Source: an optimization exercise on an open RTL-to-GDS flow (aim: small area). Production flows keep margins and buffers that such runs may drop.
In this exercise RTL edits were held to simulation tests only and were not proved equivalent to the original.

==> 09-15: inputs <==
==> flow/design.v (excerpt) <==
module CC(
    clk,
    rst_n,
    in_valid,
    mode,
    xi,
    yi,
    out_valid,
    xo,
    yo
);
input               clk, rst_n, in_valid;
input       [1:0]   mode;
input       [7:0]   xi, yi;
output reg          out_valid;
output      [7:0]   xo, yo;
reg  [1:0] cnt;      
reg        t1;       
reg  [1:0] md;       
wire       last;     
wire in0 = in_valid & (cnt == 2'd0);
wire in1 = in_valid & (cnt == 2'd1);
wire in2 = in_valid & (cnt == 2'd2);
wire in3 = in_valid & (cnt == 2'd3);
wire m0  = (md == 2'd0);
wire m1  = (md == 2'd1);
wire m2  = (md == 2'd2);
wire run = out_valid & m0;           
always @(posedge clk or negedge rst_n) begin
    if (!rst_n) begin
        cnt       <= 2'd0;
        t1        <= 1'b0;
        out_valid <= 1'b0;
    end
    else begin
        if (in_valid) cnt <= cnt + 2'd1;
        t1        <= in3;
        out_valid <= t1 | (run & ~last);
    end
end
always @(posedge clk) if (in0) md <= mode;
reg  [7:0]  RX0, RY0;        
reg  [7:0]  RX1, RY1;        
reg  [7:0]  RL, RR;          
reg  [7:0]  X, Y;            
reg  [16:0] QA, QB;          
assign xo = X;
assign yo = Y;
wire       rowend = (X == RR);
assign     last   = rowend & (Y == RY0);
wire       step   = run & rowend;        
wire n0, n1, n2, n3, n4, n5, n6, n7, n8, n9, n10, n11;
wire n12, n13, n14, n15, n16, n17, n18, n19, n20, n21, n22, n23;
wire n24, n25, n26, n27, n28, n29, n30, n31, n32, n33, n34, n35;
wire n36, n37, n38, n39, n40, n41, n42, n43, n44, n45, n46, n47;
wire n48, n49, n50, n51, n52, n53, n54, n55, n56, n57, n58, n59;
wire n60, n61, n62, n63, n64, n65, n66, n67, n68, n69, n70, n71;
wire n72, n73, n74, n75, n76, n77, n78, n79, n80, n81, n82, n83;
wire n84, n85, n86, n87, n88, n89, n90, n91, n92, n93, n94, n95;
wire n96, n97, n98, n99, n100, n101, n102, n103, n104, n105, n106, n107;
wire n108, n109, n110, n111, n112, n113, n114, n115, n116, n117, n118, n119;
  ...
export LEC_CHECK = 0
export CAP_MARGIN = 20
export CORE_MARGIN = 2
export CORE_UTILIZATION = 65
export CTS_BUF_LIST = sky130_fd_sc_hd__clkbuf_8
export SLEW_MARGIN = 20
export SYNTH_HIERARCHICAL = 1
export SYNTH_MINIMUM_KEEP_SIZE = 0
create_clock -name core_clock -period 100.0 [get_ports {clk}]
standard.sh (not shown) runs the stock make flow with config.mk's settings and CLKGATE_MAP_FILE= SYNTH_SCRIPT=/design/flow/synth_recipe.tcl, a recipe that flattens the netlist after the stock synthesis.
==> flow/flow/run.sh <==
#!/bin/bash
# Own layout flow: the standard synthesis and layout, with port buffers of the smallest buffer.
set -euo pipefail
bash standard.sh synth > synth.log 2>&1
bash standard.sh "BUFFER_PORTS_ARGS=-buffer_cell sky130_fd_sc_hd__buf_1" finish > finish.log 2>&1
==> 12-19 (differences from 09-15) <==
Settings changed: CORE_UTILIZATION 65 to 50, CTS_BUF_LIST sky130_fd_sc_hd__clkbuf_8 to sky130_fd_sc_hd__clkbuf_16.
==> notes.md <==
Against 12-19, the utilization of 09-15 is higher by 15 points.
Flip-flop and latch count is the same in 12-19 and 09-15.
Clock-buffer cell count is the same in 12-19 and 09-15.
Between 12-19 and 09-15, the lower first-iteration DRC count is in 12-19 (gap 10%, measured against 09-15).
Against 09-15, the global-route usage of 12-19 is lower by 7.7 points.
Against 12-19, the sequential share of layout area of 09-15 is higher by 0.23 points.
==> figures <==
metric	09-15	12-19
# placed instances	1916	1996
Worst setup skew after layout	13.20 ps	16.28 ps
Number of filler instances in the final layout	1942	2882
Outcome	complete, no violations	complete, no violations
Clock-pin slew reported for the worst setup and hold paths after clock tree synthesis	110 ps	90 ps
Height of the chip	162.0 µm	184.1 µm
Detail Placement HPWL	39340 µm	41340 µm
Nonclk buf count	73	76
Max_slew headroom	21.61%	33.96%
Fraction of area in clock buffers and inverters	1.037%	1.694%
Share of the clock period used by the worst path after layout	44.52%	44.55%
Overall global routing resource usage	40.52%	32.82%
Placed cell area	16720 µm²	16840 µm²
Grt met2 use	60.08%	50.31%

========
==> build 47 <==
Another version of the RTL of CC (not shown whole).
Settings: LEC_CHECK=0, CAP_MARGIN=20, CORE_MARGIN=2, CORE_UTILIZATION=50, CTS_BUF_LIST=sky130_fd_sc_hd__clkbuf_4 sky130_fd_sc_hd__clkbuf_8, SLEW_MARGIN=20, SYNTH_HIERARCHICAL=1, SYNTH_MINIMUM_KEEP_SIZE=0; clock period 100.0 ns.
Scripts as last shown in full above: flow/flow/run.sh
==> inputs of build 91, as changes to build 47 <==
--- a/flow/design.v
+++ b/flow/design.v
@@ -1094,14 +1094,15 @@
     else if ((in2 & m1) | (in3 & m2)) QB <= {~n1123, ~n1121, ~n1119, ~n1117, ~n1115, ~n1113, ~n1111, ~n1109, ~n1107, ~n1105, ~n1103, ~n1101, ~n1098, ~n1095, n1091, ~n797, ~n796};
     if (in2)       RL <= xi;
     else if (step) RL <= {n285, n282, n280, n278, n276, n274, n272, n270};
     if (in3)       RR <= xi;
     else if (step) RR <= {n343, n340, n338, n336, n334, n332, n330, n328};
     if (in2 & m1)       X <= {n1141, ~n1138, ~n1135, ~n1133, ~n1131, ~n1129, ~n1127, ~n1125};
+    else if (t1 & m1)   X <= 8'd0;
     else if (t1 & m0)   X <= RL;
-    else if (t1)        X <= {~n1264, n1262, n1259, n1256, n1253, n1250, n1247, n1244} & {8{m2}};
+    else if (t1 & m2)   X <= {~n1264, n1262, n1259, n1256, n1253, n1250, n1247, n1244};
     else if (step)      X <= {n285, n282, n280, n278, n276, n274, n272, n270};
     else                X <= {n356, n354, n352, n350, n348, n346, n344, ~X[0]};
     if (in2)            Y <= yi;
     else if (in3 & m1)  Y <= {6'd0, {n1200}, {n1201}};
     else if (t1 & m2)   Y <= {n1241, n1238, n1235, n1232, n1229, n1226, n1223, n1220};
     else if (step)      Y <= {n369, n367, n365, n363, n361, n359, n357, ~Y[0]};
==> flow/run.sh (new file) <==
#!/bin/bash
# synth_recipe.tcl (not shown) runs the flow's synth.tcl, then flattens the netlist and writes it again
# the make line also repeats each setting of config.mk as NAME=value (left out here)
make -C /OpenROAD-flow-scripts/flow DESIGN_CONFIG=/design/flow/config.mk WORK_HOME=/design/flow/orfs CLKGATE_MAP_FILE= SYNTH_SCRIPT=/design/flow/synth_recipe.tcl finish
removed: flow/flow/run.sh
removed: flow/standard.sh
==> notes.md <==
quantity	build 47	build 91
Count of cells along the worst register-to-register path	71	75
Global-route met3 utilization	0.0584	0.0536
Ratio of cells with drive above 1 in the final layout	0.0708	0.0716
Multi-input gate share of total cell area	0.741	0.733
Met2 Usage GRT	0.497	0.515
Minimum setup slack among reg-to-reg paths	75.37 ns	75.17 ns
Result of the run	timing/DRC/antenna clean	timing/DRC/antenna clean
Area share of and/or/nand/nor cells after synthesis	0.150	0.148
Final antenna diode count	0	1
Area growth from synthesis to final layout	5.75%	7.07%
Worst Path Arrival	44.25 ns	44.74 ns
First-pass detailed-route iteration total	17	13
Average vias per placed instance	6.46	6.50
Worst path depth	71	75
Hold_ws	0.541 ns	0.550 ns
Pin count of the biggest net entering global routing	54	50
Part of the cycle the worst path needs	0.440	0.445
Via count of the first global-routing pass	13200	13200
Layout Nets	1992	1987
Worst slack at placement	55.70 ns	55.35 ns
Sum of routed wire segments on met1	23200 um	23400 um

[afterwards: timing with drivers on the ports]
Ports are ideal in the flow. The routed layouts listed here were re-timed in OpenROAD. Step 1 sets driving cells, clkbuf_16 on the clock port and buf_2 on the other inputs (assumed; they add their load-dependent delay and slew). Step 2, shift: input delay + t, output delay - t, t = (earliest + latest rising clock arrival at the registers) / 2. This alone moves slack from input paths to output paths. Three values: ideal, step 1, step 2; two values: the first two.
| run | t (ns) | setup slack, ns | worst register clock-pin slew, ns | worst slew at a driven data input, ns | cell pins on the clock port's net |
|---|---|---|---|---|---|
| 09-15 | 0.429 | 55.479 / 55.500 / 55.070 | 0.11 / 0.11 | 0.04 | 1 |
| 12-19 | 0.413 | 55.447 / 55.466 / 55.053 | 0.09 / 0.09 | 0.04 | 1 |
| build 47 | 0.445 | 56.018 / 56.036 / 55.591 | 0.11 / 0.11 | 0.04 | 1 |
| build 91 | 0.453 | 55.532 / 55.541 / 55.088 | 0.12 / 0.12 | 0.06 | 1 |
After both steps setup and hold are still met in every run listed. For build 91, which loses most, drivers alone change the setup slack by +0.009 ns; drivers and shift together by -0.444 ns.
